This is an optimization exercise on Yosys and OpenROAD, whose aim is small area, a short achievable clock period and few clock cycles, not a production implementation.
RTL that was checked went through simulation tests only; none was proved equivalent to the original.
No activity file was given, so power comes from the tool's default toggle rates.

## mips
module mips(
	input clk, arst_n,
	input [31:0] instr, mem_read_data,
	output [31:0] current_inst, alu_out, mem_write_data,
	output mem_write
);
	reg  [31:2] pc_f;
	wire [31:2] pc_f4 = pc_f + 30'd1;
	wire f_j = (instr[31:26] == 6'b000010);
	wire [31:2] pc_o;
	assign current_inst = {pc_o, 2'b00};
	reg        v_d;
	reg [31:0] ir;
	reg [3:0]  rs_hi, rt_hi;
	reg [7:0]  rs_lo, rt_lo;
	wire [5:0] op = ir[31:26];
	wire [4:0] rs = ir[25:21], rt = ir[20:16], rd = ir[15:11];
	wire [5:0] fn = ir[5:0];
	wire d_r    = v_d & (op == 6'h00);
	wire d_addi = v_d & (op == 6'h08);
	wire d_lw   = v_d & (op == 6'h23);
	wire d_sw   = v_d & (op == 6'h2b);
	wire d_beq  = v_d & (op == 6'h04);
	wire f_sub  = (fn == 6'h22);
	wire f_slt  = (fn == 6'h2a);
	wire f_mul  = (fn == 6'h1c);
	wire [4:0] dst = d_r ? rd : rt;
	wire d_wr   = (d_r | d_addi | d_lw) & (dst != 5'd0);
	wire use_rs = d_r | d_addi | d_lw | d_sw | d_beq;
	wire use_rt = d_r | d_sw | d_beq;
	reg        we_m, ld_m, st_m, mul_m;
	reg        sub_m, slt_m;	 
	reg [1:0]  mstep;
	reg [23:0] acc_s, acc_c;
	reg        acc_ci;
	reg [4:0]  rd_m;
	reg [31:0] res_m, sd_m;
	wire [31:0] rf_an, rf_bn;
	wire [31:0] wb;
	wire mul_busy = mul_m & (mstep != 2'd3);
	wire wb_en = we_m & ~mul_busy;
	reg_file reg_file(.clk(clk), .we(wb_en), .hi1(rs_hi), .lo1(rs_lo), .hi2(rt_hi), .lo2(rt_lo), .a3(rd_m), .wd(wb), .rd1_n(rf_an), .rd2_n(rf_bn));
	wire hit_a = we_m & (rd_m == rs);
	wire hit_b = we_m & (rd_m == rt);
	wire [31:0] dres;	 
	wire [31:0] a = hit_a ? dres : ~rf_an;
	wire [31:0] b = hit_b ? dres : ~rf_bn;
	wire d_mul = d_r & f_mul;
	wire ld_a = ld_m & hit_a;
	wire ld_b = ld_m & hit_b;
	wire stall = mul_busy |
	             (mul_m & ((use_rs & hit_a) | (use_rt & hit_b))) |
	             (hit_a & (d_lw | d_sw)) | (ld_a & d_beq) | (ld_b & d_beq);
	wire [31:0] imm = {{16{ir[15]}}, ir[15:0]};
	wire [31:0] agu;
	wire        agu_co;
	add32n agu_add(.an(rf_an), .b(imm), .cin(1'b0), .s(agu), .co(agu_co));
	wire eq;
	eq32 beq_cmp(.a(a), .b(b), .eq(eq));
	reg pred_d;
	wire br_ok = d_beq & ~stall & ~pred_d;
	wire redirect = br_ok & eq;
	wire redirect_lo, redirect_hi;
	and2_cell rdl(.a(br_ok), .b(eq), .y(redirect_lo));
	and2_cell rdh(.a(br_ok), .b(eq), .y(redirect_hi));
	reg       jf_v, fold_d;
	reg [9:2] jf_j, jf_tgt;
	wire jf_hit = jf_v & (pc_f4[9:2] == jf_j);
  ...
Size in the first run: roughly 160 I/O pins.
clock: 22.0 ns
lec_check: 0
cap_margin: 20
core_margin: 2
core_utilization: 55
slew_margin: 20
synth_hierarchical: 1
standard.sh (not shown) runs the stock make flow with config.mk's settings and CLKGATE_MAP_FILE= SYNTH_SCRIPT=/design/flow/synth_recipe.tcl, a recipe that flattens the netlist after the stock synthesis.
==> flow/flow/run.sh <==
#!/bin/bash
# The standard ORFS flow (the standard.sh) with these changes to how the
# layout is made:
#  - timing repair is asked to leave a setup margin, so that the tools keep
#    improving paths that already meet the design's period;
#  - the port buffers are plain buffers;
#  - clock tree synthesis uses larger sink clusters and no dummy loads.
# Each step's output goes to a log of its own.
set -euo pipefail
MARGIN=${MARGIN:-16.4}
CTS="-sink_clustering_enable -repair_clock_nets -sink_clustering_size 28 -sink_clustering_max_diameter 75 -dont_use_dummy_load"
bash standard.sh synth > log_synth.txt 2>&1
for t in floorplan place cts route finish; do
  bash standard.sh SETUP_SLACK_MARGIN=$MARGIN "BUFFER_PORTS_ARGS=-buffer_cell sky130_fd_sc_hd__buf_2" "CTS_ARGS=$CTS" $t > log_$t.txt 2>&1
done
==> next run, changes <==
--- a/flow/design.v
+++ b/flow/design.v
@@ -609,23 +609,16 @@
 endmodule
 module mux2i_cell(input a, b, s, output y);
 	assign y = ~(s ? b : a);
 endmodule
 module oreg #(parameter W = 32) (input clk, input [W-1:0] d, output reg [W-1:0] q);
 	always @(posedge clk)
 		q <= d;
 endmodule
-module oreg_r #(parameter W = 32) (input clk, arst_n, input [W-1:0] d, output reg [W-1:0] q);
-	always @(posedge clk or negedge arst_n)
-		if (!arst_n)
-			q <= {W{1'b0}};
-		else
-			q <= d;
-endmodule
 module and2_cell(input a, b, output y);
 	assign y = a & b;
 endmodule
 module andn_cell(input a, bn, output y);
 	assign y = a & ~bn;
 endmodule
 module nor3_cell(input a, b, c, output y);
 	assign y = ~(a | b | c);
@@ -1563,17 +1556,17 @@
 	assign dres = slt_m ? {31'd0, ~mcout} : msum;
 	wire [31:0] wb_alu = mul_m ? mprod : dres;
 	assign wb = ld_m ? mem_read_data : wb_alu;
 	wire d_sub = d_r & (f_sub | f_slt);
 	wire [31:0] sd_next = mul_busy ? mprod : d_addi ? imm : (ld_b ? mem_read_data : b) ^ {32{d_sub}};
 	wire [31:0] res_next = (d_lw | d_sw) ? agu : ld_a ? mem_read_data : a;
 	oreg #(32) ao_r(.clk(clk), .d(res_next), .q(alu_out));
 	oreg #(32) sd_r(.clk(clk), .d(sd_next), .q(mem_write_data));
-	assign pc_o = pc_f;
+	oreg #(30) pc_r(.clk(clk), .d(pc_next & {30{arst_n}}), .q(pc_o));
 	assign mem_write = st_m;
 	always @(posedge clk or negedge arst_n) begin
 		if (!arst_n) begin
 			pc_f <= 30'd0;
 			v_d <= 1'b0;
 			we_m <= 1'b0;
 			ld_m <= 1'b0;
 			st_m <= 1'b0;
Sequential share of layout area barely changes.
Cell count went up slightly.
Final area went up slightly.
Power went up by a few percent.
Die area went up slightly.
Routed wire length went up slightly.
Worst setup slack improved by 0.031 ns.
Combinational power hardly moves.
Via count hardly moves.
First-iteration DRC count went down by a few percent.
Maximum frequency went up slightly.
Hold slack got worse by 0.0054 ns.
Sequential power went up by a few percent.
Clock-buffer cell count went up by 12.
No functional check of the RTL was part of any run of this note.

---

rev 12:
Another version of the RTL of mips (not shown whole).
Size: ~160 I/O pins, ~0.067 sq mm of cells after synthesis.
clock: 22.0 ns
lec_check: 0
cap_margin: 20
core_margin: 2
core_utilization: 55
slew_margin: 20
synth_hierarchical: 1
Scripts as last shown in full above: flow/flow/run.sh
The inputs of rev 13 differ from those of rev 12 as listed below.
diff --git a/flow/design.v b/flow/design.v
--- a/flow/design.v
+++ b/flow/design.v
@@ -1562,41 +1562,43 @@
 	add32 alu_add(.a(res_m), .b(sd_m), .cin(sub_m), .s(msum), .co(mcout));
 	assign dres = slt_m ? {31'd0, ~mcout} : msum;
 	wire [31:0] wb_alu = mul_m ? mprod : dres;
 	assign wb = ld_m ? mem_read_data : wb_alu;
 	wire d_sub = d_r & (f_sub | f_slt);
 	wire [31:0] sd_next = mul_busy ? mprod : d_addi ? imm : (ld_b ? mem_read_data : b) ^ {32{d_sub}};
 	wire [31:0] res_next = (d_lw | d_sw) ? agu : ld_a ? mem_read_data : a;
 	oreg #(32) ao_r(.clk(clk), .d(res_next), .q(alu_out));
-	oreg #(32) sd_r(.clk(clk), .d(sd_next), .q(mem_write_data));
+	assign mem_write_data = sd_m;
 	assign pc_o = pc_f;
 	assign mem_write = st_m;
 	always @(posedge clk or negedge arst_n) begin
 		if (!arst_n) begin
 			pc_f <= 30'd0;
 			v_d <= 1'b0;
 			we_m <= 1'b0;
 			ld_m <= 1'b0;
 			st_m <= 1'b0;
 			mul_m <= 1'b0;
 			mstep <= 2'd0;
 		end else begin
 			pc_f <= pc_next;
 			if (!stall)
 				v_d <= ~redirect;
-			ld_m <= d_lw & ~stall;
-			st_m <= d_sw & ~stall;
 			if (mul_busy) begin
 				mstep <= mstep + 2'd1;
 			end else if (stall) begin
 				we_m <= 1'b0;
+				ld_m <= 1'b0;
+				st_m <= 1'b0;
 				mul_m <= 1'b0;
 			end else begin
 				we_m <= d_wr;
+				ld_m <= d_lw;
+				st_m <= d_sw;
 				mul_m <= d_mul & (dst != 5'd0);
 				mstep <= 2'd0;
 			end
 		end
 	end
 	always @(posedge clk or negedge arst_n) begin
 		if (!arst_n)
 			jf_v <= 1'b0;
[summary]
- Depth of the worst hold-timing path ends up higher on rev 12.
- Per the comparison of rev 13 with rev 12, via count roughly the same; final cell count lower; final period demand of the worst path higher.
- The combinational share of power reported for rev 13 is greater than that of rev 12 by 1.1 points.
- Critical path depth, rev 12 and rev 13: lower on rev 12
- Compared with rev 12, rev 13 shows worst setup slack after layout lower by 0.048 ns.
No functional check of the RTL was part of any run of this note.

---

mips, a different RTL version from the one above (not shown whole).
For scale: about 66,000 sq um of cells after synthesis.
==> flow/config.mk <==
export PLATFORM = sky130hd
export DESIGN_NAME = mips
export DESIGN_NICKNAME = mips
export VERILOG_FILES = /design/flow/design.v
export SDC_FILE = /design/flow/constraint.sdc
export NUM_CORES = 8
export LEC_CHECK = 0
export CAP_MARGIN = 20
export CORE_MARGIN = 2
export CORE_UTILIZATION = 55
export SLEW_MARGIN = 20
export SYNTH_HIERARCHICAL = 1
==> flow/constraint.sdc <==
create_clock -name core_clock -period 22.0 [get_ports {clk}]
set_input_delay 4.4000 -clock core_clock [delete_from_list [all_inputs] [get_ports {clk}]]
set_output_delay 4.4000 -clock core_clock [all_outputs]
set_load 0.01 [all_outputs]
Scripts as last shown in full above: flow/flow/run.sh
Next try:
--- a/flow/design.v
+++ b/flow/design.v
@@ -1559,23 +1559,23 @@
 	wire [31:0] mprod = {pbyte, sd_m[31:8]};
 	wire [31:0] msum;
 	wire        mcout;
 	add32 alu_add(.a(res_m), .b(sd_m), .cin(sub_m), .s(msum), .co(mcout));
 	assign dres = slt_m ? {31'd0, ~mcout} : msum;
 	wire [31:0] wb_alu = mul_m ? mprod : dres;
 	assign wb = ld_m ? mem_read_data : wb_alu;
 	wire d_sub = d_r & (f_sub | f_slt);
 	wire [31:0] sd_next = mul_busy ? mprod : d_addi ? imm : (ld_b ? mem_read_data : b) ^ {32{d_sub}};
 	wire [31:0] res_next = (d_lw | d_sw) ? agu : ld_a ? mem_read_data : a;
-	assign alu_out = res_m;
+	oreg #(32) ao_r(.clk(clk), .d(res_next), .q(alu_out));
 	oreg #(32) sd_r(.clk(clk), .d(sd_next), .q(mem_write_data));
-	assign pc_o = pc_f;
+	oreg_r #(30) pc_r(.clk(clk), .arst_n(arst_n), .d(pc_next), .q(pc_o));
 	assign mem_write = st_m;
 	always @(posedge clk or negedge arst_n) begin
 		if (!arst_n) begin
 			pc_f <= 30'd0;
 			v_d <= 1'b0;
 			we_m <= 1'b0;
 			ld_m <= 1'b0;
 			st_m <= 1'b0;
 			mul_m <= 1'b0;
 			mstep <= 2'd0;
Outcome:
- fmax rises by a few percent
- worst setup slack improved by 0.26 ns
- via count went down slightly
- core utilization went down by 0.72 points
- cell count stays the same
- global-route usage stays flat
- die area rose by a few percent
- wire length grows slightly
- cell area climbs slightly
- total power goes up by a few percent
- count of clock-buffer cells in the layout climbs by 5
Testbench counts after the change, summed over its fixed seeds: cycles 134,692.
The RTL of the first run of this note was laid out without a check of its function.

[port drivers added, routing unchanged]
In the flow no input, the clock included, has a driving cell. The finished layouts below were timed again as built, in two steps. Step 1 (the two cells are an assumption about what drives the block):
set clk [get_ports {clk}]
set_driving_cell -lib_cell sky130_fd_sc_hd__clkbuf_16 $clk
set_driving_cell -lib_cell sky130_fd_sc_hd__buf_2 [delete_from_list [all_inputs] $clk]
Step 2 adds t to the input delays and takes it off the output delays; t is the mean of the earliest and latest rising clock arrival at the registers after step 1. Input paths then give back, and output paths get back, about the clock's delay inside the block. Three values: ideal, step 1, step 2; two values: the first two.
run | t, ns | setup slack, ns | latest minus earliest clock arrival (ns)
the first run of note 1 | 0.751 | 16.312 / 16.233 / 15.895 | 0.114 / 0.114
the second run of note 1 | 0.761 | 16.343 / 16.265 / 15.910 | 0.133 / 0.134
rev 12 | 0.755 | 16.330 / 16.251 / 15.935 | 0.110 / 0.110
rev 13 | 0.743 | 16.283 / 16.201 / 15.970 | 0.124 / 0.123
the first run of note 3 | 0.751 | 16.082 / 16.001 / 15.942 | 0.108 / 0.108
the second run of note 3 | 0.750 | 16.342 / 16.267 / 15.969 | 0.119 / 0.119
After both steps every run listed still meets setup and hold. The setup slack of the second run of note 1, which loses most, moves by -0.078 ns with the drivers and by -0.433 ns with both steps.
